From an optimization exercise on the open Yosys and OpenROAD flow, aimed at a short achievable clock period and few clock cycles; shortcuts taken in it are not production practice. Function was checked by simulation only, so behaviour that the tests miss may differ from the original.

== job 6509 ==
// core
module core(input wire I_clk,
    input wire I_reset,
    input wire I_irq_active,
    input wire MEM_ready,
    input wire[15:0] MEM_data_in,
    input wire MEM_data_ready,
    output reg O_irq_ack,
    output reg MEM_exec,
    output reg MEM_write,
    output reg[1:0] MEM_size,
    output reg[15:0] MEM_addr,
    output reg[15:0] MEM_data_out);
Size: roughly 6400 cells after synthesis, roughly 1000 flip-flops, roughly 58 I/O pins.
make LEC_CHECK=0 ABC_CLOCK_PERIOD_IN_PS=2400 CAP_MARGIN=20 CORE_MARGIN=2 CORE_UTILIZATION=40 SETUP_SLACK_MARGIN=4.6 SLEW_MARGIN=20 TNS_END_PERCENT=100 finish   # period 7.0 ns
run.sh (not shown) runs the stock make flow with config.mk's settings and CLKGATE_MAP_FILE= SYNTH_SCRIPT=/design/flow/synth_recipe.tcl, a recipe that flattens the netlist after the stock synthesis.
Testbench counts of job 6509, summed over its fixed seeds: cycles 94,731.
Here is what was changed in the inputs of job 3688 compared with job 6509.
-- flow/design.v --
<<< job 6509, line 142
wire d_spec = dop == SPECIAL;
reg d_uses_a, d_uses_b, d_jmpc;
wire fwd_cmp = x_v && is_cmp && x_a1 == d_ra && d_jmpc;
wire hazard = x_v && ((d_uses_a && !fwd_cmp && ((x_wen1 && x_a1 == d_ra) || (x_wen2 && ra == d_ra))) ||
                      (d_uses_b && ((x_wen1 && x_a1 == d_rb) || (x_wen2 && ra == d_rb))));
wire [15:0] res = (w_sel == W_SUM) ? sum_q : (w_sel == W_LOG) ? log_q : (w_sel == W_SHF) ? shf_q :
                  (w_sel == W_CMP) ? {11'b0, cmp_q} : (w_sel == W_LD) ? ld_q : sp_q;
>>> job 3688, line 142
wire d_spec = dop == SPECIAL;
reg d_uses_a, d_uses_b, d_jmpc;
reg [7:0] d_rma, d_rmb, x_wm, x_cm;
wire fwd_cmp = x_v && d_jmpc && |(d_rma & x_cm);
wire hazard = x_v && ((!fwd_cmp && |(d_rma & x_wm)) || |(d_rmb & x_wm));
wire [15:0] res = (w_sel == W_SUM) ? sum_q : (w_sel == W_LOG) ? log_q : (w_sel == W_SHF) ? shf_q :
                  (w_sel == W_CMP) ? {11'b0, cmp_q} : (w_sel == W_LD) ? ld_q : sp_q;
<<< job 6509, line 241
wire o_live = o_v && o_kind == OK_FETCH;
wire fc = MEM_data_ready && o_live;
wire ch = mode == M_RUN && hit && !o_live && ib_cnt != 2'd2;
wire d_adv = d_v && x_free && !hazard && !kill;
wire d_free = !d_v || (x_free && !hazard);
wire d_load = (!d_v || d_adv) && !kill && mode == M_RUN && (ib_cnt != 2'd0 || fc || ch);
wire [15:0] new_instr = fc ? MEM_data_in : cdata;
wire [15:0] d_src = (ib_cnt != 2'd0) ? (ib_rp ? ib1 : ib0) : new_instr;
wire [3:0] sop = d_src[15:12];
wire sm = d_src[8];
>>> job 3688, line 241
wire o_live = o_v && o_kind == OK_FETCH;
wire fc = MEM_data_ready && o_live;
wire ch = mode == M_RUN && hit && !o_live && !ib_cnt[1];
wire d_adv = d_v && x_free && !hazard && !kill;
wire d_free = !d_v || (x_free && !hazard);
wire d_load = (!d_v || d_adv) && !kill && mode == M_RUN && (ib_cnt[0] || fc || ch);
wire [15:0] new_instr = fc ? MEM_data_in : cdata;
wire [15:0] d_src = ib_cnt[0] ? (ib_rp ? ib1 : ib0) : new_instr;
wire [3:0] sop = d_src[15:12];
wire sm = d_src[8];
<<< job 6509, line 254
                sop == WRITE || sop == CMP || (sop == JMPC && !sm) ||
                (sop == STACK && !sm && !d_src[0]);
wire ib_pop = d_load && ib_cnt != 2'd0;
wire ib_keep = (fc || ch) && !(d_load && ib_cnt == 2'd0);
wire fetch_ok = ({1'b0, ib_cnt} + {2'b0, o_live}) <= 3'd1;
wire [15:0] maddr, sum_d, sp_d, tgt_d, tgt_d2;
add16 add_maddr(.a(A), .b(moff), .ci(1'b0), .s(maddr));
>>> job 3688, line 254
                sop == WRITE || sop == CMP || (sop == JMPC && !sm) ||
                (sop == STACK && !sm && !d_src[0]);
wire ib_pop = d_load && ib_cnt[0];
wire ib_keep = (fc || ch) && !(d_load && !ib_cnt[0]);
wire fetch_ok = !ib_cnt[1] && !(ib_cnt[0] && o_live);
wire [15:0] maddr, sum_d, sp_d, tgt_d, tgt_d2;
add16 add_maddr(.a(A), .b(moff), .ci(1'b0), .s(maddr));
<<< job 6509, line 327
        d_uses_b <= 1'b0;
        d_jmpc <= 1'b0;
        cmp_q <= 5'd0;
        br_taken <= 1'b0;
>>> job 3688, line 327
        d_uses_b <= 1'b0;
        d_jmpc <= 1'b0;
        d_rma <= 8'd0;
        d_rmb <= 8'd0;
        x_wm <= 8'd0;
        x_cm <= 8'd0;
        cmp_q <= 5'd0;
        br_taken <= 1'b0;
<<< job 6509, line 429
        end
        else begin
            case ({ib_keep, ib_pop})
                2'b10: ib_cnt <= ib_cnt + 2'd1;
                2'b01: ib_cnt <= ib_cnt - 2'd1;
                default: ;
            endcase
            if (ib_keep) ib_wp <= !ib_wp;
            if (ib_pop) ib_rp <= !ib_rp;
>>> job 3688, line 433
        end
        else begin
            ib_cnt[0] <= (ib_keep && !ib_pop) || (ib_cnt[0] && !(ib_pop && !ib_keep)) || ib_cnt[1];
            ib_cnt[1] <= (ib_keep && !ib_pop && ib_cnt[0]) || (ib_cnt[1] && !(ib_pop && !ib_keep));
            if (ib_keep) ib_wp <= !ib_wp;
            if (ib_pop) ib_rp <= !ib_rp;
<<< job 6509, line 447
            d_uses_a <= s_uses_a;
            d_uses_b <= s_uses_b;
            d_jmpc <= sop == JMPC;
            d_pc <= npc;
>>> job 3688, line 448
            d_uses_a <= s_uses_a;
            d_uses_b <= s_uses_b;
            d_rma <= s_uses_a ? (8'd1 << d_src[7:5]) : 8'd0;
            d_rmb <= s_uses_b ? (8'd1 << d_src[4:2]) : 8'd0;
            d_jmpc <= sop == JMPC;
            d_pc <= npc;
<<< job 6509, line 471
            x_ir <= d_ir;
            x_dec <= d_dec;
            br_taken <= d_taken;
            x_pc <= d_pc;
>>> job 3688, line 474
            x_ir <= d_ir;
            x_dec <= d_dec;
            x_wm <= (d_dec[17] ? (8'd1 << d_dec[22:20]) : 8'd0) | (d_dec[18] ? (8'd1 << d_ir[7:5]) : 8'd0);
            x_cm <= d_dec[30] ? (8'd1 << d_dec[22:20]) : 8'd0;
            br_taken <= d_taken;
            x_pc <= d_pc;
Findings:
- [flow] job 3688 | stages: complete | final checks: fail | reason: capacitance limit, slew limit
- Summary of job 3688 over job 6509: combined area of the multi-input logic cells shows an increase of 0.0020 sq mm; global-route usage shows an increase of 1.3 points.
- Going from job 6509 to job 3688, number of tap cells added at floorplan grew slightly.
- Taking job 6509 as the reference, in job 3688 share of the clock period used by the worst path after layout now sits lower, synthesized area now sits higher, initial antenna violation count now sits higher.
- Delta(synthesized cell count, job 3688 - job 6509) > 0
Testbench counts of job 3688, summed over its fixed seeds: cycles 94,731.

## port drivers added, routing unchanged
Ports are ideal in the flow. The routed layouts listed here were re-timed in OpenROAD. Step 1 (the two cells are an assumption about what drives the block):
set clk [get_ports {I_clk}]
set_driving_cell -lib_cell sky130_fd_sc_hd__clkbuf_16 $clk
set_driving_cell -lib_cell sky130_fd_sc_hd__buf_2 [delete_from_list [all_inputs] $clk]
Step 2, shift: input delay + t, output delay - t, t = (earliest + latest rising clock arrival at the registers) / 2. This alone moves slack from input paths to output paths. Slacks: ideal ports / drivers / drivers and shift; pairs: ideal ports / drivers.
run | t (ns) | setup WS [ns] | clock arrival spread, ns | worst slew at a driven data input, ns
job 6509 | 0.841 | 3.875 / 3.875 / 3.157 | 0.046 / 0.046 | 0.21
job 3688 | 0.872 | 3.928 / 3.872 / 3.000 | 0.088 / 0.088 | 0.17
The setup slack of job 3688, which loses most, moves by -0.056 ns with the drivers and by -0.928 ns with both steps.
